This is an optimization exercise on Yosys and OpenROAD, whose aim is small area and a short achievable clock period, not a production implementation. The RTL was checked by simulation tests, not by an equivalence proof against the original design. Power figures rest on the tool's default switching activity, not on a simulated workload.

$ cat flow/flow/run.sh
#!/bin/bash
set -e
export BUFFER_PORTS_ARGS="-buffer_cell sky130_fd_sc_hd__buf_1"
export CTS_ARGS="-sink_clustering_enable -repair_clock_nets -dont_use_dummy_load -sink_clustering_size 30 -sink_clustering_max_diameter 80 -buf_list {sky130_fd_sc_hd__clkbuf_4 sky130_fd_sc_hd__clkbuf_8}"
export RECOVER_POWER=50
bash standard.sh > standard.log 2>&1
$ cat flow/standard.sh
#!/bin/bash
# synth_recipe.tcl (not shown) runs the flow's synth.tcl, then flattens the netlist and writes it again
# the make line also repeats each setting of config.mk as NAME=value (left out here)
make -C /OpenROAD-flow-scripts/flow DESIGN_CONFIG=/design/flow/config.mk WORK_HOME=/design/flow/orfs CLKGATE_MAP_FILE= SYNTH_SCRIPT=/design/flow/synth_recipe.tcl "${@:-finish}"
$ cat flow/config.mk
export PLATFORM = sky130hd
export DESIGN_NAME = fp16
export DESIGN_NICKNAME = fp16
export VERILOG_FILES = /design/flow/design.v
export SDC_FILE = /design/flow/constraint.sdc
export NUM_CORES = 4
export LEC_CHECK = 0
export CAP_MARGIN = 20
export CORE_MARGIN = 2
export CORE_UTILIZATION = 40
export CTS_BUF_LIST = sky130_fd_sc_hd__clkbuf_4 sky130_fd_sc_hd__clkbuf_8
export PLACE_DENSITY = 0.6
export SETUP_SLACK_MARGIN = 2.5
export SLEW_MARGIN = 20
export SYNTH_HIERARCHICAL = 1
export SYNTH_MINIMUM_KEEP_SIZE = 0
$ cat flow/constraint.sdc
create_clock -name core_clock -period 6.0 [get_ports {clk_50}]
set_input_delay 1.2000 -clock core_clock [delete_from_list [all_inputs] [get_ports {clk_50}]]
set_output_delay 1.2000 -clock core_clock [all_outputs]
set_load 0.01 [all_outputs]
$ cat flow/design.v
module add1(
	input clk,
	input en,
	input [15:0] x,
	output [15:0] z
	);
wire       nz = |x;
wire [4:0] e1 = x[14:10] + 5'd1;
wire [14:0] d = {e1[4:1], e1[0] & nz, x[9:0]};
reg [14:0] q;
always @(posedge clk) begin
	if (en) q <= d;
end
assign z = {1'b0, q};
endmodule
module fp16(
	input clk_50,reset_50,
	input [15:0] x_50,y_50,
	output [15:0] m_50,a_50
	);
reg        s1_s;
reg  [4:0] s1_e;
reg  [9:0] s1_xm, s1_ym;
reg        s1_nz;
always @(posedge clk_50) begin
	s1_s  <= x_50[15] ^ y_50[15];
	s1_e  <= x_50[14:10] + y_50[14:10] + 5'd17;	 
	s1_xm <= x_50[9:0];
	s1_ym <= y_50[9:0];
end
always @(posedge clk_50 or posedge reset_50) begin
	if (reset_50) s1_nz <= 1'b0;
	else          s1_nz <= (x_50 != 16'h0000) && (y_50 != 16'h0000);
end
wire [9:0] xm = s1_xm, ym = s1_ym;
wire [9:0] nxm = ~xm, nym = ~ym;
wire [9:0] npp [0:9];
genvar gi, gj;
generate for (gi = 0; gi < 10; gi = gi + 1) begin : g_pp
	for (gj = 0; gj < 10; gj = gj + 1) begin : g_pp2
		assign npp[gi][gj] = ~(xm[gi] & ym[gj]);
	end
end endgenerate
  wire hs0, hc0;
  fp16_xnor u_hx0 (.a(npp[0][9]), .b(npp[1][8]), .y(hs0));
  fp16_or u_ho0 (.a(npp[0][9]), .b(npp[1][8]), .y(hc0));
  wire fs1, fc1;
  fp16_fa u_fa1 (.a(nxm[0]), .b(nym[0]), .c(npp[1][9]), .s(fs1), .co(fc1));
  wire hs2, hc2;
  fp16_xnor u_hx2 (.a(npp[2][8]), .b(npp[3][7]), .y(hs2));
  fp16_or u_ho2 (.a(npp[2][8]), .b(npp[3][7]), .y(hc2));
  wire fs3, fc3;
  fp16_fa u_fa3 (.a(nxm[1]), .b(nym[1]), .c(npp[2][9]), .s(fs3), .co(fc3));
  wire hs4, hc4;
  fp16_xnor u_hx4 (.a(npp[3][8]), .b(npp[4][7]), .y(hs4));
  fp16_or u_ho4 (.a(npp[3][8]), .b(npp[4][7]), .y(hc4));
  wire fs5, fc5;
  fp16_fa u_fa5 (.a(nxm[2]), .b(nym[2]), .c(npp[3][9]), .s(fs5), .co(fc5));
  wire hs6, hc6;
  fp16_xnor u_hx6 (.a(npp[0][6]), .b(npp[1][5]), .y(hs6));
  fp16_or u_ho6 (.a(npp[0][6]), .b(npp[1][5]), .y(hc6));
  wire fs7, fc7;
  fp16_fa u_fa7 (.a(npp[0][7]), .b(npp[1][6]), .c(npp[2][5]), .s(fs7), .co(fc7));
  wire hs8, hc8;
  fp16_xnor u_hx8 (.a(npp[3][4]), .b(npp[4][3]), .y(hs8));
  fp16_or u_ho8 (.a(npp[3][4]), .b(npp[4][3]), .y(hc8));
  wire fs9, fc9;
  fp16_fa u_fa9 (.a(npp[0][8]), .b(npp[1][7]), .c(npp[2][6]), .s(fs9), .co(fc9));
  wire fs10, fc10;
  fp16_fa u_fa10 (.a(npp[3][5]), .b(npp[4][4]), .c(npp[5][3]), .s(fs10), .co(fc10));
  wire hs11, hc11;
  fp16_xnor u_hx11 (.a(npp[6][2]), .b(npp[7][1]), .y(hs11));
  fp16_or u_ho11 (.a(npp[6][2]), .b(npp[7][1]), .y(hc11));
  wire fs12, fc12;
  fp16_fa u_fa12 (.a(npp[2][7]), .b(npp[3][6]), .c(npp[4][5]), .s(fs12), .co(fc12));
  wire fs13, fc13;
  fp16_fa u_fa13 (.a(npp[5][4]), .b(npp[6][3]), .c(npp[7][2]), .s(fs13), .co(fc13));
  wire fs14, fc14;
  fp16_fa u_fa14 (.a(npp[8][1]), .b(npp[9][0]), .c(hs0), .s(fs14), .co(fc14));
  wire fs15, fc15;
  fp16_fa u_fa15 (.a(npp[4][6]), .b(npp[5][5]), .c(npp[6][4]), .s(fs15), .co(fc15));
  wire fs16, fc16;
  fp16_fa u_fa16 (.a(npp[7][3]), .b(npp[8][2]), .c(npp[9][1]), .s(fs16), .co(fc16));
  wire fs17, fc17;
  fp16_fa u_fa17 (.a(hc0), .b(hs2), .c(fs1), .s(fs17), .co(fc17));
  wire fs18, fc18;
  fp16_fa u_fa18 (.a(npp[5][6]), .b(npp[6][5]), .c(npp[7][4]), .s(fs18), .co(fc18));
  wire fs19, fc19;
  fp16_fa u_fa19 (.a(npp[8][3]), .b(npp[9][2]), .c(hc2), .s(fs19), .co(fc19));
  wire fs20, fc20;
  fp16_fa u_fa20 (.a(hs4), .b(fc1), .c(fs3), .s(fs20), .co(fc20));
  wire fs21, fc21;
  fp16_fa u_fa21 (.a(npp[4][8]), .b(npp[5][7]), .c(npp[6][6]), .s(fs21), .co(fc21));
  wire fs22, fc22;
  fp16_fa u_fa22 (.a(npp[7][5]), .b(npp[8][4]), .c(npp[9][3]), .s(fs22), .co(fc22));
  wire fs23, fc23;
  fp16_fa u_fa23 (.a(hc4), .b(fc3), .c(fs5), .s(fs23), .co(fc23));
  wire fs24, fc24;
  fp16_fa u_fa24 (.a(nxm[3]), .b(nym[3]), .c(npp[4][9]), .s(fs24), .co(fc24));
  wire fs25, fc25;
  fp16_fa u_fa25 (.a(npp[5][8]), .b(npp[6][7]), .c(npp[7][6]), .s(fs25), .co(fc25));
  wire fs26, fc26;
  fp16_fa u_fa26 (.a(npp[8][5]), .b(npp[9][4]), .c(fc5), .s(fs26), .co(fc26));
  wire fs27, fc27;
  fp16_fa u_fa27 (.a(nxm[4]), .b(nym[4]), .c(npp[5][9]), .s(fs27), .co(fc27));
  wire fs28, fc28;
  fp16_fa u_fa28 (.a(npp[6][8]), .b(npp[7][7]), .c(npp[8][6]), .s(fs28), .co(fc28));
  wire fs29, fc29;
  fp16_fa u_fa29 (.a(nxm[5]), .b(nym[5]), .c(npp[6][9]), .s(fs29), .co(fc29));
  wire hs30, hc30;
  fp16_xnor u_hx30 (.a(npp[0][4]), .b(npp[1][3]), .y(hs30));
  fp16_or u_ho30 (.a(npp[0][4]), .b(npp[1][3]), .y(hc30));
  wire fs31, fc31;
  fp16_fa u_fa31 (.a(npp[0][5]), .b(npp[1][4]), .c(npp[2][3]), .s(fs31), .co(fc31));
  wire hs32, hc32;
  fp16_xnor u_hx32 (.a(npp[3][2]), .b(npp[4][1]), .y(hs32));
  fp16_or u_ho32 (.a(npp[3][2]), .b(npp[4][1]), .y(hc32));
  wire fs33, fc33;
  fp16_fa u_fa33 (.a(npp[2][4]), .b(npp[3][3]), .c(npp[4][2]), .s(fs33), .co(fc33));
  wire fs34, fc34;
  fp16_fa u_fa34 (.a(npp[5][1]), .b(npp[6][0]), .c(hs6), .s(fs34), .co(fc34));
  wire fs35, fc35;
  fp16_fa u_fa35 (.a(npp[5][2]), .b(npp[6][1]), .c(npp[7][0]), .s(fs35), .co(fc35));
  wire fs36, fc36;
  fp16_fa u_fa36 (.a(hc6), .b(hs8), .c(fs7), .s(fs36), .co(fc36));
  wire fs37, fc37;
  fp16_fa u_fa37 (.a(npp[8][0]), .b(hc8), .c(hs11), .s(fs37), .co(fc37));
  wire fs38, fc38;
  fp16_fa u_fa38 (.a(fc7), .b(fs9), .c(fs10), .s(fs38), .co(fc38));
  wire fs39, fc39;
  fp16_fa u_fa39 (.a(hc11), .b(fc9), .c(fc10), .s(fs39), .co(fc39));
  wire fs40, fc40;
  fp16_fa u_fa40 (.a(fs12), .b(fs13), .c(fs14), .s(fs40), .co(fc40));
  wire fs41, fc41;
  fp16_fa u_fa41 (.a(fc12), .b(fc13), .c(fs15), .s(fs41), .co(fc41));
  wire fs42, fc42;
  fp16_fa u_fa42 (.a(fs16), .b(fc14), .c(fs17), .s(fs42), .co(fc42));
  wire fs43, fc43;
  fp16_fa u_fa43 (.a(fc15), .b(fc16), .c(fs18), .s(fs43), .co(fc43));
  wire fs44, fc44;
  fp16_fa u_fa44 (.a(fs19), .b(fc17), .c(fs20), .s(fs44), .co(fc44));
  wire fs45, fc45;
  fp16_fa u_fa45 (.a(fc18), .b(fs21), .c(fs22), .s(fs45), .co(fc45));
  wire fs46, fc46;
  fp16_fa u_fa46 (.a(fc19), .b(fc20), .c(fs23), .s(fs46), .co(fc46));
  wire fs47, fc47;
  fp16_fa u_fa47 (.a(fc21), .b(fc22), .c(fs24), .s(fs47), .co(fc47));
  wire fs48, fc48;
  fp16_fa u_fa48 (.a(fs25), .b(fc23), .c(fs26), .s(fs48), .co(fc48));
  wire fs49, fc49;
  fp16_fa u_fa49 (.a(npp[9][5]), .b(fc24), .c(fc25), .s(fs49), .co(fc49));
  wire fs50, fc50;
  fp16_fa u_fa50 (.a(fs27), .b(fs28), .c(fc26), .s(fs50), .co(fc50));
  wire fs51, fc51;
  fp16_fa u_fa51 (.a(npp[7][8]), .b(npp[8][7]), .c(npp[9][6]), .s(fs51), .co(fc51));
  wire fs52, fc52;
  fp16_fa u_fa52 (.a(fc27), .b(fc28), .c(fs29), .s(fs52), .co(fc52));
  wire fs53, fc53;
  fp16_fa u_fa53 (.a(nxm[6]), .b(nym[6]), .c(npp[7][9]), .s(fs53), .co(fc53));
  wire fs54, fc54;
  fp16_fa u_fa54 (.a(npp[8][8]), .b(npp[9][7]), .c(fc29), .s(fs54), .co(fc54));
  wire fs55, fc55;
  fp16_fa u_fa55 (.a(nxm[7]), .b(nym[7]), .c(npp[8][9]), .s(fs55), .co(fc55));
  wire hs56, hc56;
  fp16_xnor u_hx56 (.a(npp[0][3]), .b(npp[1][2]), .y(hs56));
  fp16_or u_ho56 (.a(npp[0][3]), .b(npp[1][2]), .y(hc56));
  wire fs57, fc57;
  fp16_fa u_fa57 (.a(npp[2][2]), .b(npp[3][1]), .c(npp[4][0]), .s(fs57), .co(fc57));
  wire fs58, fc58;
  fp16_fa u_fa58 (.a(npp[5][0]), .b(hc30), .c(hs32), .s(fs58), .co(fc58));
  wire fs59, fc59;
  fp16_fa u_fa59 (.a(hc32), .b(fc31), .c(fs33), .s(fs59), .co(fc59));
  wire fs60, fc60;
  fp16_fa u_fa60 (.a(fc33), .b(fs35), .c(fc34), .s(fs60), .co(fc60));
  wire fs61, fc61;
  fp16_fa u_fa61 (.a(fc35), .b(fs37), .c(fc36), .s(fs61), .co(fc61));
  wire fs62, fc62;
  fp16_fa u_fa62 (.a(fc37), .b(fc38), .c(fs39), .s(fs62), .co(fc62));
  wire fs63, fc63;
  fp16_fa u_fa63 (.a(fc39), .b(fs41), .c(fc40), .s(fs63), .co(fc63));
  wire fs64, fc64;
  fp16_fa u_fa64 (.a(fc41), .b(fs43), .c(fc42), .s(fs64), .co(fc64));
  wire fs65, fc65;
  fp16_fa u_fa65 (.a(fc43), .b(fs45), .c(fc44), .s(fs65), .co(fc65));
  wire fs66, fc66;
  fp16_fa u_fa66 (.a(fc45), .b(fs47), .c(fc46), .s(fs66), .co(fc66));
  wire fs67, fc67;
  fp16_fa u_fa67 (.a(fc47), .b(fs49), .c(fc48), .s(fs67), .co(fc67));
  wire fs68, fc68;
  fp16_fa u_fa68 (.a(fs51), .b(fc49), .c(fs52), .s(fs68), .co(fc68));
  wire fs69, fc69;
  fp16_fa u_fa69 (.a(fc51), .b(fs53), .c(fc52), .s(fs69), .co(fc69));
  wire fs70, fc70;
  fp16_fa u_fa70 (.a(npp[9][8]), .b(fc53), .c(fs55), .s(fs70), .co(fc70));
  wire fs71, fc71;
  fp16_fa u_fa71 (.a(nxm[8]), .b(nym[8]), .c(npp[9][9]), .s(fs71), .co(fc71));
  wire hs72, hc72;
  fp16_xnor u_hx72 (.a(npp[0][2]), .b(npp[1][1]), .y(hs72));
  fp16_or u_ho72 (.a(npp[0][2]), .b(npp[1][1]), .y(hc72));
  wire fs73, fc73;
  fp16_fa u_fa73 (.a(npp[2][1]), .b(npp[3][0]), .c(hs56), .s(fs73), .co(fc73));
  wire fs74, fc74;
  fp16_fa u_fa74 (.a(hc56), .b(hs30), .c(fs57), .s(fs74), .co(fc74));
  wire fs75, fc75;
  fp16_fa u_fa75 (.a(fc57), .b(fs31), .c(fs58), .s(fs75), .co(fc75));
  wire fs76, fc76;
  fp16_fa u_fa76 (.a(fc58), .b(fs34), .c(fs59), .s(fs76), .co(fc76));
  wire fs77, fc77;
  fp16_fa u_fa77 (.a(fc59), .b(fs36), .c(fs60), .s(fs77), .co(fc77));
  wire fs78, fc78;
  fp16_fa u_fa78 (.a(fs38), .b(fc60), .c(fs61), .s(fs78), .co(fc78));
  wire fs79, fc79;
  fp16_fa u_fa79 (.a(fc61), .b(fs40), .c(fs62), .s(fs79), .co(fc79));
  wire fs80, fc80;
  fp16_fa u_fa80 (.a(fc62), .b(fs42), .c(fs63), .s(fs80), .co(fc80));
  wire fs81, fc81;
  fp16_fa u_fa81 (.a(fs44), .b(fc63), .c(fs64), .s(fs81), .co(fc81));
  wire fs82, fc82;
  fp16_fa u_fa82 (.a(fs46), .b(fc64), .c(fs65), .s(fs82), .co(fc82));
  wire fs83, fc83;
  fp16_fa u_fa83 (.a(fs48), .b(fc65), .c(fs66), .s(fs83), .co(fc83));
  wire fs84, fc84;
  fp16_fa u_fa84 (.a(fs50), .b(fc66), .c(fs67), .s(fs84), .co(fc84));
  wire fs85, fc85;
  fp16_fa u_fa85 (.a(fc50), .b(fs68), .c(fc67), .s(fs85), .co(fc85));
  wire fs86, fc86;
  fp16_fa u_fa86 (.a(fs54), .b(fc68), .c(fs69), .s(fs86), .co(fc86));
  wire fs87, fc87;
  fp16_fa u_fa87 (.a(fc54), .b(fs70), .c(fc69), .s(fs87), .co(fc87));
  wire fs88, fc88;
  fp16_fa u_fa88 (.a(fc55), .b(fs71), .c(fc70), .s(fs88), .co(fc88));
  wire fs89, fc89;
  fp16_fa u_fa89 (.a(nxm[9]), .b(nym[9]), .c(fc71), .s(fs89), .co(fc89));
wire [21:0] nra = {1'b1, fc89, fc88, fc87, fc86, fc85, fc84, fc83, fc82, fc81, fc80, fc79, fc78, fc77, fc76, fc75, fc74, fc73, hc72, hs72, npp[0][1], npp[0][0]};
wire [21:0] nrb = {1'b1, 1'b0, fs89, fs88, fs87, fs86, fs85, fs84, fs83, fs82, fs81, fs80, fs79, fs78, fs77, fs76, fs75, fs74, fs73, npp[2][0], npp[1][0], 1'b1};
wire [21:0] kd  = nra & nrb;
wire [21:0] pd  = nra ^ nrb;
wire [9:0] lk [0:4];
wire [9:0] lp [0:4];
assign lk[0] = kd[9:0];
assign lp[0] = pd[9:0];
genvar gl;
generate for (gl = 0; gl < 4; gl = gl + 1) begin : g_lo
	for (gi = 0; gi < 10; gi = gi + 1) begin : g_pos
		if (gi >= (1 << gl)) begin : g_node
			assign lk[gl+1][gi] = lk[gl][gi] | (lp[gl][gi] & lk[gl][gi-(1<<gl)]);
			assign lp[gl+1][gi] = lp[gl][gi] & lp[gl][gi-(1<<gl)];
		end else begin : g_pass
			assign lk[gl+1][gi] = lk[gl][gi];
			assign lp[gl+1][gi] = lp[gl][gi];
		end
	end
end endgenerate
wire nc10 = lk[4][9] | lp[4][9];
reg [11:0] s2_p, s2_k;
reg        s2_nc;
reg        s2_s;
reg  [4:0] s2_e;
reg        s2_nz;
always @(posedge clk_50) begin
	s2_p  <= pd[21:10];
	s2_k  <= kd[21:10];
	s2_nc <= nc10;
	s2_s  <= s1_s;
	s2_e  <= s1_e;
end
always @(posedge clk_50 or posedge reset_50) begin
	if (reset_50) s2_nz <= 1'b0;
	else          s2_nz <= s1_nz;
end
wire [4:0]  e1 = s2_e + 5'd1;
wire [14:0] mag;
wire o0;
fp16_aoi21 u_o0 (.a1(s2_p[0]), .a2(s2_nc), .b1(s2_k[0]), .y(o0));
wire o1;
fp16_aoi21 u_o1 (.a1(s2_p[1]), .a2(s2_k[0]), .b1(s2_k[1]), .y(o1));
wire o2;
fp16_nand2 u_o2 (.a(s2_p[1]), .b(s2_p[0]), .y(o2));
wire o3;
fp16_aoi21 u_o3 (.a1(s2_p[2]), .a2(s2_k[1]), .b1(s2_k[2]), .y(o3));
wire o4;
fp16_nand2 u_o4 (.a(s2_p[2]), .b(s2_p[1]), .y(o4));
wire o5;
fp16_aoi21 u_o5 (.a1(s2_p[3]), .a2(s2_k[2]), .b1(s2_k[3]), .y(o5));
wire o6;
fp16_nand2 u_o6 (.a(s2_p[3]), .b(s2_p[2]), .y(o6));
wire o7;
fp16_aoi21 u_o7 (.a1(s2_p[4]), .a2(s2_k[3]), .b1(s2_k[4]), .y(o7));
wire o8;
fp16_nand2 u_o8 (.a(s2_p[4]), .b(s2_p[3]), .y(o8));
wire o9;
fp16_aoi21 u_o9 (.a1(s2_p[5]), .a2(s2_k[4]), .b1(s2_k[5]), .y(o9));
wire o10;
fp16_nand2 u_o10 (.a(s2_p[5]), .b(s2_p[4]), .y(o10));
wire o11;
fp16_aoi21 u_o11 (.a1(s2_p[6]), .a2(s2_k[5]), .b1(s2_k[6]), .y(o11));
wire o12;
fp16_nand2 u_o12 (.a(s2_p[6]), .b(s2_p[5]), .y(o12));
wire o13;
fp16_aoi21 u_o13 (.a1(s2_p[7]), .a2(s2_k[6]), .b1(s2_k[7]), .y(o13));
wire o14;
fp16_nand2 u_o14 (.a(s2_p[7]), .b(s2_p[6]), .y(o14));
wire o15;
fp16_aoi21 u_o15 (.a1(s2_p[8]), .a2(s2_k[7]), .b1(s2_k[8]), .y(o15));
wire o16;
fp16_nand2 u_o16 (.a(s2_p[8]), .b(s2_p[7]), .y(o16));
wire o17;
fp16_aoi21 u_o17 (.a1(s2_p[9]), .a2(s2_k[8]), .b1(s2_k[9]), .y(o17));
wire o18;
fp16_nand2 u_o18 (.a(s2_p[9]), .b(s2_p[8]), .y(o18));
wire o19;
fp16_inv u_o19 (.a(s2_nc), .y(o19));
wire o20;
fp16_oai21 u_o20 (.a1(o2), .a2(o19), .b1(o1), .y(o20));
wire o21;
fp16_oai21 u_o21 (.a1(o4), .a2(o0), .b1(o3), .y(o21));
wire o22;
fp16_oai21 u_o22 (.a1(o6), .a2(o1), .b1(o5), .y(o22));
wire o23;
fp16_nor2 u_o23 (.a(o6), .b(o2), .y(o23));
wire o24;
fp16_oai21 u_o24 (.a1(o8), .a2(o3), .b1(o7), .y(o24));
wire o25;
fp16_nor2 u_o25 (.a(o8), .b(o4), .y(o25));
wire o26;
fp16_oai21 u_o26 (.a1(o10), .a2(o5), .b1(o9), .y(o26));
wire o27;
fp16_nor2 u_o27 (.a(o10), .b(o6), .y(o27));
wire o28;
fp16_oai21 u_o28 (.a1(o12), .a2(o7), .b1(o11), .y(o28));
wire o29;
fp16_nor2 u_o29 (.a(o12), .b(o8), .y(o29));
wire o30;
fp16_oai21 u_o30 (.a1(o14), .a2(o9), .b1(o13), .y(o30));
wire o31;
fp16_nor2 u_o31 (.a(o14), .b(o10), .y(o31));
wire o32;
fp16_oai21 u_o32 (.a1(o16), .a2(o11), .b1(o15), .y(o32));
wire o33;
fp16_nor2 u_o33 (.a(o16), .b(o12), .y(o33));
wire o34;
fp16_oai21 u_o34 (.a1(o18), .a2(o13), .b1(o17), .y(o34));
wire o35;
fp16_nor2 u_o35 (.a(o18), .b(o14), .y(o35));
wire o36;
fp16_aoi21 u_o36 (.a1(o23), .a2(s2_nc), .b1(o22), .y(o36));
wire o37;
fp16_inv u_o37 (.a(o0), .y(o37));
wire o38;
fp16_aoi21 u_o38 (.a1(o25), .a2(o37), .b1(o24), .y(o38));
wire o39;
fp16_aoi21 u_o39 (.a1(o27), .a2(o20), .b1(o26), .y(o39));
wire o40;
fp16_aoi21 u_o40 (.a1(o29), .a2(o21), .b1(o28), .y(o40));
wire o41;
fp16_aoi21 u_o41 (.a1(o31), .a2(o22), .b1(o30), .y(o41));
wire o42;
fp16_nand2 u_o42 (.a(o31), .b(o23), .y(o42));
wire o43;
fp16_aoi21 u_o43 (.a1(o33), .a2(o24), .b1(o32), .y(o43));
wire o44;
fp16_nand2 u_o44 (.a(o33), .b(o25), .y(o44));
wire o45;
fp16_aoi21 u_o45 (.a1(o35), .a2(o26), .b1(o34), .y(o45));
wire o46;
fp16_nand2 u_o46 (.a(o35), .b(o27), .y(o46));
wire o47;
fp16_oai21 u_o47 (.a1(o42), .a2(o19), .b1(o41), .y(o47));
wire o48;
fp16_oai21 u_o48 (.a1(o44), .a2(o0), .b1(o43), .y(o48));
wire o49;
fp16_inv u_o49 (.a(o20), .y(o49));
wire o50;
fp16_oai21 u_o50 (.a1(o46), .a2(o49), .b1(o45), .y(o50));
wire o51;
fp16_xnor2 u_o51 (.a(s2_p[0]), .b(s2_nc), .y(o51));
wire o52;
fp16_xor2 u_o52 (.a(s2_p[1]), .b(o0), .y(o52));
wire o53;
fp16_xnor2 u_o53 (.a(s2_p[2]), .b(o20), .y(o53));
wire o54;
fp16_xnor2 u_o54 (.a(s2_p[3]), .b(o21), .y(o54));
wire o55;
fp16_xor2 u_o55 (.a(s2_p[4]), .b(o36), .y(o55));
wire o56;
fp16_xor2 u_o56 (.a(s2_p[5]), .b(o38), .y(o56));
wire o57;
fp16_xor2 u_o57 (.a(s2_p[6]), .b(o39), .y(o57));
wire o58;
fp16_xor2 u_o58 (.a(s2_p[7]), .b(o40), .y(o58));
wire o59;
fp16_xnor2 u_o59 (.a(s2_p[8]), .b(o47), .y(o59));
wire o60;
fp16_xnor2 u_o60 (.a(s2_p[9]), .b(o48), .y(o60));
wire o61;
fp16_xnor2 u_o61 (.a(s2_p[10]), .b(o50), .y(o61));
wire o62;
fp16_nand2 u_o62 (.a(s2_p[10]), .b(o50), .y(o62));
wire o63;
fp16_nand2 u_o63 (.a(s2_p[10]), .b(o50), .y(o63));
wire o64;
fp16_nand2 u_o64 (.a(s2_nz), .b(o51), .y(o64));
wire o65;
fp16_nand2 u_o65 (.a(s2_nz), .b(o52), .y(o65));
wire o66;
fp16_nand2 u_o66 (.a(s2_nz), .b(o53), .y(o66));
wire o67;
fp16_nand2 u_o67 (.a(s2_nz), .b(o54), .y(o67));
wire o68;
fp16_nand2 u_o68 (.a(s2_nz), .b(o55), .y(o68));
wire o69;
fp16_nand2 u_o69 (.a(s2_nz), .b(o56), .y(o69));
wire o70;
fp16_nand2 u_o70 (.a(s2_nz), .b(o57), .y(o70));
wire o71;
fp16_nand2 u_o71 (.a(s2_nz), .b(o58), .y(o71));
wire o72;
fp16_nand2 u_o72 (.a(s2_nz), .b(o59), .y(o72));
wire o73;
fp16_nand2 u_o73 (.a(s2_nz), .b(o60), .y(o73));
wire o74;
fp16_nand2 u_o74 (.a(s2_nz), .b(o61), .y(o74));
wire o75;
fp16_nand2 u_o75 (.a(s2_nz), .b(s2_e[0]), .y(o75));
wire o76;
fp16_nand2 u_o76 (.a(s2_nz), .b(s2_e[1]), .y(o76));
wire o77;
fp16_nand2 u_o77 (.a(s2_nz), .b(s2_e[2]), .y(o77));
wire o78;
fp16_nand2 u_o78 (.a(s2_nz), .b(s2_e[3]), .y(o78));
wire o79;
fp16_nand2 u_o79 (.a(s2_nz), .b(s2_e[4]), .y(o79));
wire o80;
fp16_nand2 u_o80 (.a(s2_nz), .b(e1[0]), .y(o80));
wire o81;
fp16_nand2 u_o81 (.a(s2_nz), .b(e1[1]), .y(o81));
wire o82;
fp16_nand2 u_o82 (.a(s2_nz), .b(e1[2]), .y(o82));
wire o83;
fp16_nand2 u_o83 (.a(s2_nz), .b(e1[3]), .y(o83));
wire o84;
fp16_nand2 u_o84 (.a(s2_nz), .b(e1[4]), .y(o84));
wire o85;
fp16_mux2i u_o85 (.s(o62), .a0(o64), .a1(o65), .y(o85));
wire o86;
fp16_mux2i u_o86 (.s(o62), .a0(o65), .a1(o66), .y(o86));
wire o87;
fp16_mux2i u_o87 (.s(o62), .a0(o66), .a1(o67), .y(o87));
wire o88;
fp16_mux2i u_o88 (.s(o62), .a0(o67), .a1(o68), .y(o88));
wire o89;
fp16_mux2i u_o89 (.s(o62), .a0(o68), .a1(o69), .y(o89));
wire o90;
fp16_mux2i u_o90 (.s(o62), .a0(o69), .a1(o70), .y(o90));
wire o91;
fp16_mux2i u_o91 (.s(o62), .a0(o70), .a1(o71), .y(o91));
wire o92;
fp16_mux2i u_o92 (.s(o62), .a0(o71), .a1(o72), .y(o92));
wire o93;
fp16_mux2i u_o93 (.s(o63), .a0(o72), .a1(o73), .y(o93));
wire o94;
fp16_mux2i u_o94 (.s(o63), .a0(o73), .a1(o74), .y(o94));
wire o95;
fp16_mux2i u_o95 (.s(o63), .a0(o75), .a1(o80), .y(o95));
wire o96;
fp16_mux2i u_o96 (.s(o63), .a0(o76), .a1(o81), .y(o96));
wire o97;
fp16_mux2i u_o97 (.s(o63), .a0(o77), .a1(o82), .y(o97));
wire o98;
fp16_mux2i u_o98 (.s(o63), .a0(o78), .a1(o83), .y(o98));
wire o99;
fp16_mux2i u_o99 (.s(o63), .a0(o79), .a1(o84), .y(o99));
assign mag = {o99, o98, o97, o96, o95, o94, o93, o92, o91, o90, o89, o88, o87, o86, o85};
wire [15:0] m_q = {s2_nz & s2_s, mag};
assign m_50 = m_q;
reg c0, c1;
wire ph0 = ~(c0 | c1);
always @(posedge clk_50 or posedge reset_50) begin
	if (reset_50) begin
		c0 <= 1'b0;
		c1 <= 1'b0;
	end else begin
		c0 <= ph0;
		c1 <= c0;
	end
end
add1 a1(.clk(clk_50), .en(ph0), .x(m_q), .z(a_50));
endmodule
module fp16_fa(input a, b, c, output s, co);
	assign s  = a ^ b ^ c;
	assign co = (a & b) | (a & c) | (b & c);
endmodule
module fp16_xnor(input a, b, output y);
	assign y = ~(a ^ b);
endmodule
module fp16_or(input a, b, output y);
	assign y = a | b;
endmodule
module fp16_inv(input a, output y);
	assign y = ~a;
endmodule
module fp16_nand2(input a, b, output y);
	assign y = ~(a & b);
endmodule
module fp16_nor2(input a, b, output y);
	assign y = ~(a | b);
endmodule
module fp16_aoi21(input a1, a2, b1, output y);
	assign y = ~((a1 & a2) | b1);
endmodule
module fp16_oai21(input a1, a2, b1, output y);
	assign y = ~((a1 | a2) & b1);
endmodule
module fp16_xor2(input a, b, output y);
	assign y = a ^ b;
endmodule
module fp16_xnor2(input a, b, output y);
	assign y = ~(a ^ b);
endmodule
module fp16_mux2i(input s, a0, a1, output y);
	assign y = ~(s ? a1 : a0);
endmodule
==> results of run 1 <==
[metal layers]
layer	global-route usage (%)	vias up
met5	0	-
met4	4.412	0
met3	3.137	12
met1	22.96	1768
met2	24.54	88
li1	-	1701
[Yosys stat by module (local to each module, per instance), excerpt]
| module | times used | area [um2] | flip-flops and latches | cells |
|---|---|---|---|---|
| fp16_inv | 3 | 3.754 | 0 | 1 |
| fp16_nand2 | 35 | 3.754 | 0 | 1 |
| fp16_xor2 | 5 | 8.758 | 0 | 1 |
| fp16_or | 10 | 6.256 | 0 | 1 |
| fp16_xnor2 | 6 | 8.758 | 0 | 1 |
| fp16_aoi21 | 17 | 8.758 | 0 | 1 |
| fp16 | 1 | 2450 | 58 | 285 |
| fp16_fa | 80 | 20.02 | 0 | 1 |
| add1 | 1 | 565.5 | 15 | 31 |
| fp16_xnor | 10 | 8.758 | 0 | 1 |
[power breakdown]
group          internal [uW]  leakage (uW)  total, uW  switching (uW)
clock network            134     0.0000647        287             153
registers                699      0.000631        828             129
logic                    548       0.00159       1340             788
[cell families after synthesis]
kind of cell             after synthesis  share of synthesized area, %
flip-flops                            73                         30.26
other                                  1                       0.06955
adder cells (fa/ha/maj)              110                         36.81
XOR/XNOR                              32                         5.198
AND/OR/NAND/NOR                      175                         13.62
multiplexers                          15                         2.785
buffers and inverters                 71                         6.057
AO/OA/AOI/OAI                         39                         5.198
[worst max-delay path by stage]
| stage | start | endpoint | slack (ns) | cells past startpoint |
|---|---|---|---|---|
| 4_1_cts | s1_xm[0] | s2_nc | 2.50 | 9 |
| 2_1_floorplan | s1_ym[8] | s2_nc | 2.66 | 10 |
| 5_1_grt | s2_p[6] | m_50[9] | 2.49 | 8 |
| 6_report | s1_xm[0] | s2_nc | 2.63 | 9 |
| 3_5_place_dp | s1_xm[3] | s2_nc | 2.49 | 9 |
| 3_3_place_gp | s1_ym[6] | s2_nc | 2.55 | 9 |
[synthesized netlist by cell type (all sizes together) (2+ instances only)]
cell type / number
dfrtp: 4
xnor2: 23
nand4: 2
nor4: 11
nor2: 8
and2: 2
a21o: 2
nand3: 4
clkbuf: 20
nand2: 135
inv: 35
o21ai: 13
edfxtp: 15
fa: 81
xor2: 9
dfxtp: 54
or2: 10
buf: 16
mux2i: 15
ha: 29
a21oi: 19
[flip-flops by register name, indices dropped and copies added (netlist names)]
register and count:
s2_k 10, a1.q 15, s1_ym 10, s2_s 1, s1_e 5, s1_s 1, s2_nz 1, s2_nc 1
s2_e 5, s1_xm 10, s1_nz 1, c1 1, c0 1, s2_p 11
[cell type report]
| type | count | area [um2] |
|---|---|---|
| clock buffer | 9 | 123.9 |
| fill | 1246 | 7297 |
| inverter | 35 | 131.4 |
| multi-input combinational | 372 | 3521 |
| sequential | 73 | 1653 |
| tap | 176 | 220.2 |
| timing repair buffer | 65 | 244.0 |
[timing repair]
| action | CTS | global route |
|---|---|---|
| endpoints found under the setup margin | 16 | 20 |
| cloned | 0 | 0 |
| pin swaps | 1 | 0 |
| resized for setup | 9 | 34 |
[through the flow]
step	total power [uW]	std cells	instance area, um2	hold WS (ns)	setup slack [ns]
2_1_floorplan	1880	516	5391	0.3096	2.656
3_3_place_gp	2087	721	5664	0.3123	2.550
3_5_place_dp	2122	721	5664	0.3172	2.494
4_1_cts	2442	730	5817	0.3349	2.501
5_1_grt	2681	730	5893	0.3393	2.488
6_report	2451	730	5893	0.3304	2.629
==> summary.log, run 1 <==
INFO  run_status     run_status=finished clean
INFO  synthesis      synth.largest_area_cell=sky130_fd_sc_hd__fa_1
INFO  setup_path     timing.critical_path.fanout_max=10
INFO  power_and_ir_drop cellPowerDensity=415.8mW/mm2
INFO  global_route   first_global_vias=3,657
INFO  route          antenna_left=0
INFO  clocking       worst_setup_hold_path_clk_slew=0.07ns
INFO  synthesis      yosysTopAreaCellShare=30.08%
INFO  timing         finalSetupViolations=0
INFO  global_route   gr-total-overflow=0
INFO  clocking       cts-root-buf=sky130_fd_sc_hd__clkbuf_8
INFO  setup_path     timing.critical_path.arrival=3.58ns
INFO  floorplanning  initial_utilization=40.87%
INFO  synthesis      syn_area=0.005391mm2
INFO  route          routed.top_layer=met4
INFO  clocking       cts.path.max_buffers=2
INFO  global_route   grt_pass1_wl=18,170um
INFO  timing         setup_total_negative_slack=0ns
INFO  route          drt-initial-drc-count=113
INFO  setup_path     critical_path_buf_inv_count=0
INFO  worst_hold_path hold_class=reg2reg
INFO  timing         final_hold_viol_count=0
INFO  timing         timing_worst_slew_pin_value=0.8541ns
INFO  placement      port_buffers=64
INFO  timing         fin_skew=0.02721ns
INFO  timing         final_max_slew_viol_count=0
INFO  floorplanning  core_area=0.01319mm2
INFO  power_and_ir_drop ir_drop=0.2213mV
INFO  worst_hold_path whs_path_depth=0
INFO  finish         leading_cell_type_in_the_layout_fill_and_taps_excluded=sky130_fd_sc_hd__nand2_1
INFO  setup_path     crit_chain=nand2_1, fa_1, fa_1, fa_1, fa_1, ha_1, and4_1, a32oi_1, o211ai_1
INFO  setup_path     max_stage_delay=0.55ns
INFO  clocking       post-cts-setup-buffers=0
INFO  setup_path     worst-endpoint-required=6.21ns
INFO  finish         drive_gt1_share=9.567%
INFO  floorplanning  floorplan.die.height=120.1um
INFO  synthesis      yosys_register_bits=73
INFO  clocking       post_cts_hold_buffer_count=0
INFO  synthesis      mappedNetlistNets=660
INFO  setup_path     worst_r2r_startpoint=s1_xm[0]
INFO  route          drt_drc_violations_left=0
INFO  global_route   number_of_antenna_violations_at_the_first_check_in_global_routing=0
INFO  global_route   grt_usage=15.94%
INFO  route          met3RoutedLength=411um
INFO  synthesis      avg_inst_size_synth=10.45um2
INFO  route          drt_first_pass_iters=4
INFO  synthesis      synth-main-ff-cell=sky130_fd_sc_hd__dfxtp_1
INFO  finish         n_antenna_cell=0
INFO  synthesis      async_flop_share=5.479%
INFO  job            max_cap_viol_count=0
INFO  finish         most-common-layout-cells=133 x sky130_fd_sc_hd__nand2_1, 81 x sky130_fd_sc_hd__fa_1, 64 x sky130_fd_sc_hd__buf_1
INFO  power_and_ir_drop static-leakage-power=0.002283uW
INFO  finish         areaGrowthSynthToFinish=9.306%
INFO  route          via_count=3,569
INFO  worst_hold_path hold_path_startpoint=s1_e[2]
INFO  setup_path     critPathSlowestCell=sky130_fd_sc_hd__fa_1
INFO  finish         final_util=44.68%
INFO  synthesis      yosys_warnings=8
INFO  floorplanning  dieArea=0.01442mm2
INFO  synthesis      post_synth_main_area_contributors=sky130_fd_sc_hd__fa_1 30%, sky130_fd_sc_hd__dfxtp_1 20%, sky130_fd_sc_hd__nand2_1 9.4%
INFO  route          wl_met2=5127um
INFO  setup_path     worst_path_most_repeated_cell=sky130_fd_sc_hd__fa_1
INFO  route          drt-wirelength-per-cell=14.89um
INFO  floorplanning  ios=66
INFO  timing         timing.max_slew.rel_slack=43.06%
INFO  floorplanning  die_wd=120.1um
INFO  setup_path     timing.reg2reg.setup_slack=2.63ns
INFO  placement      dpl.hpwl=8814um
INFO  synthesis      yosys.cell_types.count=32
INFO  setup_path     setup.worst_path.end_class=flip-flop
INFO  synthesis      synth-edff-count=15
INFO  route          met1_wirelength=5200um
INFO  clocking       numCtsBuffers=9
INFO  synthesis      ys_seq_area_share=30.26%
INFO  global_route   grt_start_max_net_pins=23
INFO  route          totalWireLength=10,870um
INFO  synthesis      post_synth_inst_count=516
INFO  setup_path     cpLargestDelayFamily=adder cells
INFO  clocking       tritoncts=built
INFO  route          avgViaCountPerCell=4.889
INFO  setup_path     setup.worst_path.start_class=flip-flop
INFO  worst_hold_path min_delay_worst_endpoint=s2_e[2]
INFO  timing         grt_setup_unrepaired=true
INFO  timing         clock.fmax=0.2966GHz
INFO  clocking       cts.sink_count=73
INFO  timing         timing.final.crit_period=3.371ns
INFO  clocking       htreeDepth=3
INFO  setup_path     worstReg2RegEnd=s2_nc
INFO  floorplanning  rows=42
INFO  setup_path     r2r.worst_path.cells=9
INFO  clocking       clock_insertion_delay_worst_skew=0.34ns
INFO  setup_path     class_of_the_most_critical_setup_path=reg2reg
INFO  timing         final_cycle_share=56.19%
INFO  finish         final_net_count=700
INFO  placement      global_placement_routability_congestion=0.8567
==> run 2: changes to the inputs <==
==> flow/flow/run.sh (replaced) <==
#!/bin/bash
set -e
export BUFFER_PORTS_ARGS="-buffer_cell sky130_fd_sc_hd__buf_1"
export CTS_ARGS="-sink_clustering_enable -repair_clock_nets -dont_use_dummy_load -buf_list {sky130_fd_sc_hd__clkbuf_4}"
export RECOVER_POWER=50
bash standard.sh > standard.log 2>&1
==> run 2 against run 1 <==
Compared with the run above:
- setup slack got worse by 0.043 ns
- largest cell class unchanged
- power down 2.6%
- via count is 0.67% lower
- core utilization down 0.39 points
- sequential share of layout area up 0.27 points
- still clean
- sequential power hardly changed
- clock skew up 0.013 ns
- first-iteration DRC count up 32%
- clock power is 25% lower
- area after synthesis is the same
- combinational power about the same
==> summary.log, run 2 <==
INFO  run_status     run_status=finished clean
INFO  finish         top_register=a1.q
INFO  global_route   grt_usage=16.15%
INFO  global_route   number_of_antenna_violations_at_the_first_check_in_global_routing=0
INFO  route          drt_drc_violations_left=0
INFO  power_and_ir_drop intPower=1321uW
INFO  route          drt_first_pass_iters=4
INFO  clocking       numCtsBuffers=9
INFO  setup_path     timing.critical_path.arrival=2.21ns
INFO  synthesis      avg_inst_size_synth=10.45um2
INFO  placement      global_placement_routability_congestion=0.8567
INFO  placement      port_buffers=64
INFO  timing         final_hold_viol_count=0
INFO  clocking       post_cts_hold_buffer_count=0
INFO  power_and_ir_drop switchingPower=1066uW
INFO  finish         drive_gt1_share=9.928%
INFO  timing         setup_total_negative_slack=0ns
INFO  synthesis      post_synth_inst_count=516
INFO  floorplanning  rows=42
INFO  floorplanning  die_wd=120.1um
INFO  power_and_ir_drop sw_frac_of_total=44.66%
INFO  finish         leading_cell_type_in_the_layout_fill_and_taps_excluded=sky130_fd_sc_hd__nand2_1
INFO  finish         reg.largest.list=a1.q x15, s2_p x11
INFO  placement      place.detailed.instances=721
INFO  global_route   grt_pass1_wl=18,330um
INFO  setup_path     critPathSlowestCell=sky130_fd_sc_hd__dfxtp_1
INFO  clocking       cts-root-buf=sky130_fd_sc_hd__clkbuf_4
INFO  power_and_ir_drop power_frac_clock=9.0%
INFO  route          drt-wirelength-per-cell=14.87um
INFO  synthesis      synth.largest_area_cell=sky130_fd_sc_hd__fa_1
INFO  synthesis      yosysTopAreaCellShare=30.08%
INFO  setup_path     crit_chain=inv_1, o21ai_2, inv_1, o21ai_4, nand2_4, mux2i_1, buf_1
INFO  clocking       cts.path.max_buffers=2
INFO  timing         fin_skew=0.04070ns
INFO  clocking       worst_setup_hold_path_clk_slew=0.11ns
INFO  timing         timing.final.crit_period=3.414ns
INFO  clocking       clock_insertion_delay_worst_skew=0.41ns
INFO  worst_hold_path hold_class=reg2reg
INFO  worst_hold_path hold_path_startpoint=s1_nz
INFO  route          totalWireLength=10,860um
INFO  synthesis      post_synth_main_area_contributors=sky130_fd_sc_hd__fa_1 30%, sky130_fd_sc_hd__dfxtp_1 20%, sky130_fd_sc_hd__nand2_1 9.4%
INFO  finish         most-common-layout-cells=133 x sky130_fd_sc_hd__nand2_1, 81 x sky130_fd_sc_hd__fa_1, 64 x sky130_fd_sc_hd__buf_1
INFO  timing         final_cycle_share=56.90%
INFO  power_and_ir_drop pwr-share-comb=56.4%
INFO  synthesis      yosys_warnings=8
INFO  synthesis      ys_seq_area_share=30.26%
INFO  route          avgViaCountPerCell=4.856
INFO  power_and_ir_drop pwr-share-seq=34.6%
INFO  setup_path     worstReg2RegEnd=s2_nc
INFO  setup_path     timing.critical_path.fanout_max=7
INFO  setup_path     worst_path_most_repeated_cell=sky130_fd_sc_hd__inv_1
INFO  setup_path     timing.reg2reg.setup_slack=2.61ns
INFO  clocking       cts.sink_count=73
INFO  power_and_ir_drop ir_drop=0.1949mV
INFO  clocking       htreeDepth=3
INFO  timing         clock.fmax=0.2929GHz
INFO  global_route   gr-total-overflow=0
INFO  synthesis      yosys_register_bits=73
INFO  finish         areaGrowthSynthToFinish=8.355%
INFO  finish         layout.cells.non_filler=730
INFO  setup_path     r2r.worst_path.cells=9
INFO  floorplanning  core_area=0.01319mm2
INFO  timing         timing_worst_slew_pin_value=0.8407ns
INFO  setup_path     max_stage_delay=0.45ns
INFO  floorplanning  initial_utilization=40.87%
INFO  synthesis      synth_common_cells=135 x sky130_fd_sc_hd__nand2_1, 81 x sky130_fd_sc_hd__fa_1, 54 x sky130_fd_sc_hd__dfxtp_1
INFO  worst_hold_path whs_path_depth=0
INFO  finish         n_antenna_cell=0
INFO  finish         final_net_count=700
INFO  synthesis      yosys.cell_types.count=32
INFO  worst_hold_path min_delay_worst_endpoint=s2_nz
INFO  synthesis      synth-main-ff-cell=sky130_fd_sc_hd__dfxtp_1
INFO  timing         finalSetupViolations=0
INFO  floorplanning  ios=66
INFO  global_route   grt_start_max_net_pins=23
INFO  clocking       tritoncts=built
INFO  global_route   first_global_vias=3,648
INFO  synthesis      syn_area=0.005391mm2
INFO  synthesis      post-synth-top-count-cell=sky130_fd_sc_hd__nand2_1
INFO  placement      dpl.hpwl=8814um
INFO  synthesis      mappedNetlistNets=660
INFO  finish         largest_reg_flops=15
INFO  setup_path     worst-endpoint-required=4.80ns
INFO  timing         grt_setup_unrepaired=true
INFO  route          drt-initial-drc-count=149
INFO  floorplanning  dieArea=0.01442mm2
INFO  timing         timing.max_slew.rel_slack=43.95%
INFO  timing         final_max_slew_viol_count=0
INFO  setup_path     setup.worst_path.start_class=flip-flop
INFO  setup_path     class_of_the_most_critical_setup_path=reg2out
INFO  power_and_ir_drop static-leakage-power=0.002256uW
INFO  floorplanning  floorplan.die.height=120.1um
INFO  synthesis      async_flop_share=5.479%
INFO  clocking       post-cts-setup-buffers=0
INFO  synthesis      synth-edff-count=15
INFO  route          via_count=3,545
INFO  setup_path     worst_r2r_startpoint=s1_xm[0]
INFO  power_and_ir_drop cellPowerDensity=408.5mW/mm2
INFO  route          antenna_left=0
INFO  job            max_cap_viol_count=0
INFO  setup_path     setup.worst_path.end_class=output pin
## run 2: cell count changes in the layout (fill, tap and decap cells not counted)
| cell | delta |
|---|---|
| sky130_fd_sc_hd__dfxtp_2 | +1 |
| sky130_fd_sc_hd__mux2i_1 | -1 |
| sky130_fd_sc_hd__clkbuf_8 | -9 |
| sky130_fd_sc_hd__mux2i_2 | +1 |
| sky130_fd_sc_hd__and2_0 | +1 |
| sky130_fd_sc_hd__and2_1 | -1 |
| sky130_fd_sc_hd__clkbuf_4 | +9 |
| sky130_fd_sc_hd__dfxtp_1 | -1 |
## run 2: timing repair
action                                 4_1_cts  5_1_grt
setup endpoints to repair                   16       20
gates resized for setup                     26       18
endpoints found under the hold margin        0        0
## run 2: how the worst max path moves through the flow
stage              from  endpoint  cells past startpoint
2_1_floorplan  s1_ym[8]     s2_nc                     10
3_3_place_gp   s1_ym[6]     s2_nc                      9
3_5_place_dp   s1_xm[3]     s2_nc                      9
4_1_cts           s2_nc  m_50[10]                      7
5_1_grt           s2_nc   m_50[9]                      8
6_report          s2_nc   m_50[8]                      7
## run 2: final cells by class
cell class / instances / area (um2)
Tap cell: 176 / 220.2
Clock buffer: 9 / 67.56
Inverter: 35 / 131.4
Sequential cell: 73 / 1654
Fill cell: 1252 / 7348
Timing Repair Buffer: 65 / 244.0
Multi-Input combinational cell: 372 / 3525
## run 2: modules after synthesis, one instance, submodules excluded, a selection
module	cell area, um2	times used	cells	flops+latches
fp16	2450	1	285	58
add1	565.5	1	31	15
fp16_fa	20.02	80	1	0
fp16_mux2i	10.01	15	1	0
fp16_xnor2	8.758	6	1	0
fp16_aoi21	8.758	17	1	0
fp16_xnor	8.758	10	1	0
fp16_or	6.256	10	1	0
fp16_oai21	5.005	12	1	0
fp16_inv	3.754	3	1	0
fp16_nor2	3.754	7	1	0
## run 2: power groups by stage
stage	sequential (uW)	combinational, uW	clock, uW
finish	827	1350	214
CTS	828	1390	227
detailed placement	838	1280	0
global route	847	1520	245
global placement	836	1250	0
floorplan	823	1060	0
## run 2: cells by family after synthesis
family / count (synthesis) / synth area share [%]
flip-flops: 73 / 30.26
adder cells (fa/ha/maj): 110 / 36.81
XOR/XNOR: 32 / 5.198
other: 1 / 0.06955
multiplexers: 15 / 2.785
buffers and inverters: 71 / 6.057
AND/OR/NAND/NOR: 175 / 13.62
AO/OA/AOI/OAI: 39 / 5.198
## run 2: worst max-delay path, delay by kind of cell (launching register included)
kind / cells / cell delay, ns
AO/OA/AOI/OAI: 2 / 0.45
flip-flops: 1 / 0.45
buffers and inverters: 3 / 0.41
AND/OR/NAND/NOR: 1 / 0.18
multiplexers: 1 / 0.33
## run 2: per-layer routing
metal	track usage (%)	routed length (um)	share of wire, %
met1	23.49	5100	47
met2	24.43	5133	47
met3	3.184	453	4.2
met4	4.853	171	1.6
met5	0	0	0
## run 2: through the flow
| step | area [um2] | total power [uW] | util [%] | setup slack, ns | hold WS (ns) |
|---|---|---|---|---|---|
| finish | 5842 | 2387 | 44.29 | 2.586 | 0.3387 |
| global route | 5842 | 2615 | 44.29 | 2.439 | 0.3424 |
| CTS | 5823 | 2446 | 44.15 | 2.501 | 0.3427 |
| detailed placement | 5664 | 2122 | 42.94 | 2.494 | 0.3172 |
| global placement | 5664 | 2087 | 42.94 | 2.550 | 0.3123 |
| floorplan | 5391 | 1880 | - | 2.656 | 0.3096 |
==> run 3: changes to the inputs <==
==> flow/flow/run.sh (replaced) <==
#!/bin/bash
set -e
export BUFFER_PORTS_ARGS="-buffer_cell sky130_fd_sc_hd__buf_1"
export CTS_ARGS="-sink_clustering_enable -repair_clock_nets -dont_use_dummy_load -buf_list {sky130_fd_sc_hd__clkbuf_4 sky130_fd_sc_hd__clkbuf_8}"
export RECOVER_POWER=50
bash standard.sh > standard.log 2>&1
--- a/flow/config.mk
+++ b/flow/config.mk
@@ -10,7 +10,7 @@
 export CORE_UTILIZATION = 40
 export CTS_BUF_LIST = sky130_fd_sc_hd__clkbuf_4 sky130_fd_sc_hd__clkbuf_8
 export PLACE_DENSITY = 0.6
-export SETUP_SLACK_MARGIN = 2.5
+export SETUP_SLACK_MARGIN = 2.6
 export SLEW_MARGIN = 20
 export SYNTH_HIERARCHICAL = 1
 export SYNTH_MINIMUM_KEEP_SIZE = 0
==> run 3 against run 2 <==
Compared with the run above:
- design area rose by 3.5%
- sequential share of layout area down 0.41 points
- cell count increased by 2.1%
- still clean on timing, DRC and antenna
==> summary.log, run 3 <==
INFO  power_and_ir_drop static-leakage-power=0.002353uW
INFO  route          via_count=3,633
INFO  finish         leading_cell_type_in_the_layout_fill_and_taps_excluded=sky130_fd_sc_hd__nand2_1
INFO  synthesis      ys_seq_area_share=30.26%
INFO  finish         n_antenna_cell=0
INFO  global_route   gr-total-overflow=0
INFO  setup_path     worst_setup_path_startpoint=s2_p[7]
INFO  finish         top_register=a1.q
INFO  finish         area_taken_by_multi_input_logic_gates=0.003526mm2
INFO  finish         drive_gt1_share=12.48%
INFO  timing         final_max_slew_viol_count=0
INFO  timing         timing_worst_slew_pin_value=0.8569ns
INFO  global_route   number_of_antenna_violations_at_the_first_check_in_global_routing=0
INFO  timing         finalSetupViolations=0
INFO  job            max_cap_viol_count=0
INFO  placement      port_buffers=64
INFO  timing         fin_skew=0.02486ns
INFO  floorplanning  core_area=0.01319mm2
INFO  power_and_ir_drop ir_drop=0.2038mV
INFO  timing         setup_total_negative_slack=0ns
INFO  setup_path     critPathSlowestCell=sky130_fd_sc_hd__dfxtp_1
INFO  setup_path     worst_path_most_repeated_cell=sky130_fd_sc_hd__nand2_1
INFO  clocking       worst_setup_hold_path_clk_slew=0.07ns
INFO  setup_path     timing.critical_path.arrival=2.30ns
INFO  setup_path     crit_chain=nand2_1, nor2_1, nand2_1, o21ai_4, nand2_1, mux2i_1, buf_1
INFO  setup_path     timing.critical_path.fanout_max=8
INFO  worst_hold_path hold_path_startpoint=s1_e[2]
INFO  worst_hold_path hold_class=reg2reg
INFO  setup_path     worst-endpoint-required=4.80ns
INFO  synthesis      synth-main-ff-cell=sky130_fd_sc_hd__dfxtp_1
INFO  timing         timing.max_slew.rel_slack=42.88%
INFO  timing         final_hold_viol_count=0
INFO  synthesis      async_flop_share=5.479%
INFO  global_route   grt_start_max_net_pins=23
INFO  placement      place.detailed.instances=721
INFO  route          drt-initial-drc-count=184
INFO  floorplanning  rows=42
INFO  floorplanning  initial_utilization=40.87%
INFO  route          totalWireLength=11,120um
INFO  timing         grt_setup_unrepaired=false
INFO  setup_path     setup.worst_path.start_class=flip-flop
INFO  setup_path     setup.worst_path.end_class=output pin
INFO  finish         area.sequential=0.001687mm2
INFO  synthesis      syn_area=0.005391mm2
INFO  synthesis      synth.largest_area_cell=sky130_fd_sc_hd__fa_1
INFO  route          antenna_left=0
INFO  clocking       cts-root-buf=sky130_fd_sc_hd__clkbuf_8
INFO  setup_path     worst_r2r_startpoint=s1_ym[5]
INFO  synthesis      avg_inst_size_synth=10.45um2
INFO  global_route   first_global_vias=3,665
INFO  global_route   grt_usage=16.10%
INFO  synthesis      synth-edff-count=15
INFO  finish         final_net_count=715
INFO  setup_path     class_of_the_most_critical_setup_path=reg2out
INFO  finish         most-common-layout-cells=134 x sky130_fd_sc_hd__nand2_1, 81 x sky130_fd_sc_hd__fa_1, 64 x sky130_fd_sc_hd__buf_1
INFO  floorplanning  floorplan.die.height=120.1um
INFO  synthesis      synth_common_cells=135 x sky130_fd_sc_hd__nand2_1, 81 x sky130_fd_sc_hd__fa_1, 54 x sky130_fd_sc_hd__dfxtp_1
INFO  power_and_ir_drop cellPowerDensity=409.4mW/mm2
INFO  synthesis      yosys_register_bits=73
INFO  placement      dpl.hpwl=8814um
INFO  global_route   grt_pass1_wl=18,350um
INFO  finish         nFillCells=1,229
INFO  synthesis      post_synth_inst_count=516
INFO  clocking       cts.path.max_buffers=2
INFO  clocking       cts.sink_count=73
INFO  placement      dpl_cell_area=0.005664mm2
INFO  synthesis      yosys.cell_types.count=32
INFO  floorplanning  dieArea=0.01442mm2
INFO  setup_path     r2r.worst_path.cells=9
INFO  placement      pre_cts_slack=2.494ns
INFO  route          avgViaCountPerCell=4.877
INFO  finish         largest_reg_flops=15
INFO  timing         final_cycle_share=58.37%
INFO  floorplanning  die_wd=120.1um
INFO  timing         setup_ws=2.498ns
INFO  clocking       tritoncts=built
INFO  synthesis      yosysTopAreaCellShare=30.08%
INFO  finish         finish.instance_area=0.006045mm2
INFO  route          drt_first_pass_iters=4
INFO  run_status     run_status=finished clean
INFO  synthesis      post-synth-top-count-cell=sky130_fd_sc_hd__nand2_1
INFO  timing         timing.final.crit_period=3.502ns
INFO  clocking       post_cts_hold_buffer_count=0
INFO  timing         clock.fmax=0.2855GHz
INFO  synthesis      post_synth_main_area_contributors=sky130_fd_sc_hd__fa_1 30%, sky130_fd_sc_hd__dfxtp_1 20%, sky130_fd_sc_hd__nand2_1 9.4%
INFO  finish         layout.cells.non_filler=745
INFO  synthesis      mappedNetlistNets=660
INFO  power_and_ir_drop total_power=2475uW
INFO  clocking       clock_insertion_delay_worst_skew=0.34ns
INFO  clocking       numCtsBuffers=9
INFO  placement      global_placement_routability_congestion=0.8567
INFO  route          drt-wirelength-per-cell=14.93um
INFO  clocking       htreeDepth=3
INFO  finish         areaGrowthSynthToFinish=12.11%
INFO  setup_path     max_stage_delay=0.41ns
INFO  synthesis      yosys_warnings=8
INFO  floorplanning  ios=66
INFO  worst_hold_path whs_path_depth=0
INFO  finish         reg.largest.list=a1.q x15, s2_p x11
INFO  route          drt_drc_violations_left=0
run 3: cell counts after synthesis:
No cell type changed its count.
run 3: worst max-delay path, delay by kind of cell, from the launching register on:
family          cells  cell delay [ns]
compound gates      1             0.19
buf+inv             1             0.19
flops               1             0.41
mux                 1             0.41
simple gates        4             0.78
run 3: cell families after synthesis:
family          synth area share, %
mux                           2.785
simple gates                  13.62
compound gates                5.198
xor+xnor                      5.198
buf+inv                       6.057
fa+ha+maj                     36.81
flops                         30.26
other cells                 0.06955
run 3: report_power, final:
| part | total [uW] | switching, uW | internal, uW |
|---|---|---|---|
| Sequential | 823 | 125 | 698 |
| Combinational | 1370 | 802 | 565 |
| Clock | 285 | 151 | 134 |
| Total | 2470 | 1080 | 1400 |
run 3: per-module statistics from Yosys, one instance, submodules excluded, excerpt:
module,flip-flops and latches,copies in the design
fp16,58,1
fp16_mux2i,0,15
fp16_xnor,0,10
fp16_fa,0,80
fp16_xnor2,0,6
fp16_nand2,0,35
fp16_or,0,10
fp16_xor2,0,5
add1,15,1
fp16_nor2,0,7
run 3: what timing repair did:
| action | 4_1_cts | 5_1_grt |
|---|---|---|
| pin swaps | 0 | 1 |
| resized for setup | 35 | 24 |
| setup endpoints to repair | 17 | 24 |
| setup buffers | 0 | 15 |
run 3: routing by layer:
layer	wire, um	up-vias	GRT usage [%]
met5	0	-	0
met1	5206	1786	23.45
met4	131	0	4.412
met2	5295	104	24.57
li1	-	1731	-
met3	489	12	3.089
run 3: worst paths after layout:
check	to	slack (ns)
max	m_50[3]	2.50
min	s2_e[2]	0.33
max reg2reg	s2_nc	2.70
min reg2reg	s2_e[2]	0.33
max in group asynchronous	s1_nz	5.14
min in group asynchronous	c0	0.70
run 3: area by class of cell:
| type | instances | area share (%) |
|---|---|---|
| Timing Repair Buffer | 80 | 5.899 |
| Clock buffer | 9 | 2.049 |
| Multi-Input combinational cell | 372 | 58.33 |
| Tap cell | 176 | 3.643 |
| Inverter | 35 | 2.173 |
| Sequential cell | 73 | 27.90 |
run 3: per-stage QoR:
stage	utilization [%]	hold WS [ns]
after floorplan	-	0.3096
after global placement	42.94	0.3123
after detailed placement	42.94	0.3172
after CTS	44.68	0.3349
after global routing	45.83	0.3393
final	45.83	0.3304
==> run 4: changes to the inputs <==
--- a/flow/config.mk
+++ b/flow/config.mk
@@ -9,8 +9,9 @@
 export CORE_MARGIN = 2
 export CORE_UTILIZATION = 40
 export CTS_BUF_LIST = sky130_fd_sc_hd__clkbuf_4 sky130_fd_sc_hd__clkbuf_8
+export GPL_ROUTABILITY_DRIVEN = 0
 export PLACE_DENSITY = 0.6
-export SETUP_SLACK_MARGIN = 2.6
+export SETUP_SLACK_MARGIN = 2.5
 export SLEW_MARGIN = 20
 export SYNTH_HIERARCHICAL = 1
 export SYNTH_MINIMUM_KEEP_SIZE = 0
==> run 4 against run 3 <==
Compared with the run above:
- wire length fell by 3.4%
- design area decreased by 2.9%
- fmax shrank 17%
- combinational power is 5% lower
==> summary.log, run 4 <==
INFO  timing         timing.final.crit_period=4.197ns
INFO  floorplanning  ios=66
INFO  route          antenna_left=0
INFO  run_status     run_status=finished clean
INFO  synthesis      post_synth_inst_count=516
INFO  synthesis      yosysTopAreaCellShare=30.08%
INFO  global_route   number_of_antenna_violations_at_the_first_check_in_global_routing=0
INFO  route          drt-wirelength-per-cell=14.72um
INFO  synthesis      async_flop_share=5.479%
INFO  synthesis      avg_inst_size_synth=10.45um2
INFO  synthesis      synth-main-ff-cell=sky130_fd_sc_hd__dfxtp_1
INFO  synthesis      yosys.cell_types.count=32
INFO  synthesis      synth-edff-count=15
INFO  route          totalWireLength=10,740um
INFO  route          drt_first_pass_iters=4
INFO  floorplanning  die_wd=120.1um
INFO  setup_path     setup.worst_path.end_class=output pin
INFO  clocking       post-cts-setup-buffers=0
INFO  synthesis      syn_area=0.005391mm2
INFO  floorplanning  rows=42
INFO  placement      dpl.hpwl=8830um
INFO  route          via_count=3,559
INFO  finish         nFillCells=1,264
INFO  placement      port_buffers=64
INFO  finish         finish.instance_area=0.005867mm2
INFO  finish         leading_cell_type_in_the_layout_fill_and_taps_excluded=sky130_fd_sc_hd__nand2_1
INFO  floorplanning  floorplan.die.height=120.1um
INFO  finish         areaGrowthSynthToFinish=8.819%
INFO  setup_path     worst-endpoint-required=4.80ns
INFO  synthesis      ys_seq_area_share=30.26%
INFO  clocking       worst_setup_hold_path_clk_slew=0.07ns
INFO  floorplanning  core_area=0.01319mm2
INFO  global_route   first_global_vias=3,735
INFO  finish         most-common-layout-cells=134 x sky130_fd_sc_hd__nand2_1, 81 x sky130_fd_sc_hd__fa_1, 64 x sky130_fd_sc_hd__buf_1
INFO  placement      dpl_cell_area=0.005664mm2
INFO  clocking       cts-root-buf=sky130_fd_sc_hd__clkbuf_8
INFO  synthesis      mappedNetlistNets=660
INFO  timing         clock.fmax=0.2382GHz
INFO  finish         top_register=a1.q
INFO  clocking       tritoncts=built
INFO  global_route   grt_start_max_net_pins=23
INFO  setup_path     timing.critical_path.arrival=3.00ns
INFO  setup_path     crit_chain=inv_1, o21ai_0, inv_1, o21ai_0, nand2_1, mux2i_1, buf_1
INFO  synthesis      post-synth-top-count-cell=sky130_fd_sc_hd__nand2_1
INFO  timing         final_hold_viol_count=0
INFO  worst_hold_path hold_class=reg2reg
INFO  job            max_cap_viol_count=0
INFO  synthesis      synth.largest_area_cell=sky130_fd_sc_hd__fa_1
INFO  power_and_ir_drop static-leakage-power=0.002275uW
INFO  setup_path     max_stage_delay=0.50ns
INFO  finish         n_antenna_cell=0
INFO  synthesis      yosys_warnings=8
INFO  timing         setup_total_negative_slack=0ns
INFO  floorplanning  dieArea=0.01442mm2
INFO  floorplanning  initial_utilization=40.87%
INFO  setup_path     timing.critical_path.fanout_max=8
INFO  setup_path     cpLargestDelayFamily=compound AO/OA/AOI/OAI gates
INFO  setup_path     class_of_the_most_critical_setup_path=reg2out
INFO  route          drt_drc_violations_left=0
INFO  timing         final_max_slew_viol_count=0
INFO  setup_path     critical_path_buf_inv_count=3
INFO  global_route   grt_usage=16.26%
INFO  setup_path     critPathSlowestCell=sky130_fd_sc_hd__mux2i_1
INFO  global_route   grt_pass1_wl=18,300um
INFO  clocking       cts.path.max_buffers=2
INFO  route          drt-initial-drc-count=164
INFO  synthesis      post_synth_main_area_contributors=sky130_fd_sc_hd__fa_1 30%, sky130_fd_sc_hd__dfxtp_1 20%, sky130_fd_sc_hd__nand2_1 9.4%
INFO  power_and_ir_drop cellPowerDensity=411.0mW/mm2
INFO  finish         drive_gt1_share=8.484%
INFO  timing         timing_worst_slew_pin_value=0.7976ns
INFO  timing         grt_setup_unrepaired=true
INFO  timing         finalSetupViolations=0
INFO  global_route   gr-total-overflow=0
INFO  finish         largest_reg_flops=15
INFO  finish         final_net_count=700
INFO  timing         fin_skew=0.01432ns
INFO  synthesis      yosys_register_bits=73
INFO  finish         reg.largest.list=a1.q x15, s2_p x11
INFO  setup_path     setup.worst_path.start_class=flip-flop
INFO  clocking       htreeDepth=3
INFO  clocking       cts.sink_count=73
INFO  timing         timing.max_slew.rel_slack=46.83%
INFO  power_and_ir_drop ir_drop=0.1765mV
INFO  synthesis      synth_common_cells=135 x sky130_fd_sc_hd__nand2_1, 81 x sky130_fd_sc_hd__fa_1, 54 x sky130_fd_sc_hd__dfxtp_1
INFO  route          avgViaCountPerCell=4.875
INFO  clocking       numCtsBuffers=9
INFO  clocking       clock_insertion_delay_worst_skew=0.34ns
INFO  timing         final_cycle_share=69.96%
==> run 4: through the flow <==
step                util, %  worst slack [ns]  cells  total power [uW]  hold slack [ns]
finish                44.48             1.803    730              2411           0.3171
global route          44.48             1.575    730              2652           0.3160
CTS                   44.52             2.498    730              2488           0.3213
detailed placement    42.94             2.481    721              2106           0.3128
global placement      42.94             2.576    721              2073           0.3132
floorplan                 -             2.656    516              1880           0.3096
==> run 4: report_power, final <==
group	leakage (uW)	switching (uW)	internal (uW)
clock	0.0000647	147	133
combinational	0.00158	757	544
sequential	0.000631	130	699
total	0.00228	1030	1380
==> run 4: layout make-up <==
type                            instances  area (um2)  share of cell area [%]
Tap cell                              176       220.2                   3.753
Inverter                               35       131.4                   2.239
Multi-Input combinational cell        372        3498                   59.63
Clock buffer                            9       123.9                   2.111
Timing Repair Buffer                   65       244.0                   4.159
Sequential cell                        73        1649                   28.11
==> run 4: cells by family (layout without fill, tap and decap cells) <==
family / Yosys count / in the layout / synth area share (%)
AND/OR/NAND/NOR: 175 / 175 / 13.62
adder cells (fa/ha/maj): 110 / 110 / 36.81
flip-flops: 73 / 73 / 30.26
buffers and inverters: 71 / 109 / 6.057
AO/OA/AOI/OAI: 39 / 39 / 5.198
XOR/XNOR: 32 / 32 / 5.198
multiplexers: 15 / 15 / 2.785
other: 1 / 1 / 0.06955
==> run 4: repair_timing <==
action,CTS,global route
resized for setup,21,16
hold buffers,0,0
endpoints found under the setup margin,16,19
==> run 4: Yosys stat by module, one instance, submodules excluded <==
module      area [um2]  cells
fp16_oai21       5.005      1
fp16_or          6.256      1
fp16_xnor        8.758      1
fp16_inv         3.754      1
fp16              2450    285
fp16_xnor2       8.758      1
fp16_mux2i       10.01      1
add1             565.5     31
fp16_nand2       3.754      1
fp16_xor2        8.758      1
fp16_nor2        3.754      1
fp16_fa          20.02      1
fp16_aoi21       8.758      1
==> run 4: routing by layer <==
layer	track usage [%]	routed length (um)	part of all wire (%)
met1	22.72	4919	46
met2	25.71	5126	48
met3	3.375	566	5.3
met4	4.485	131	1.2
met5	0	0	0
==> run 4: worst paths after layout <==
kind	cells after the start	slack, ns	end	start
max	7	1.80	m_50[2]	s2_nc
min	0	0.32	s2_s	s1_s
max reg2reg	9	2.63	s2_nc	s1_xm[7]
min reg2reg	0	0.32	s2_s	s1_s
max in group asynchronous	2	5.16	s1_nz	reset_50
min in group asynchronous	2	0.69	c0	reset_50

port drivers added, routing unchanged:
The flow's constraints put no driver on any port. The routed layouts listed below were extracted and timed again, unchanged, in two steps. Step 1 sets driving cells, clkbuf_16 on the clock port and buf_2 on the other inputs (assumed; they add their load-dependent delay and slew). Step 2 adds t to the input delays and takes it off the output delays; t is the mean of the earliest and latest rising clock arrival at the registers after step 1. Input paths then give back, and output paths get back, about the clock's delay inside the block. Slacks: ideal ports / drivers / drivers and shift; pairs: ideal ports / drivers.
| run | t (ns) | slack for setup (ns) | worst register clock-pin slew, ns | worst slew at a driven data input, ns |
|---|---|---|---|---|
| run 1 | 0.358 | 2.629 / 2.629 / 2.629 | 0.08 / 0.08 | 0.05 |
| run 2 | 0.419 | 2.586 / 2.559 / 2.611 | 0.11 / 0.11 | 0.04 |
| run 3 | 0.356 | 2.498 / 2.470 / 2.699 | 0.07 / 0.07 | 0.05 |
| run 4 | 0.367 | 1.803 / 1.770 / 2.137 | 0.07 / 0.07 | 0.04 |
After both steps every run listed still meets setup and hold.
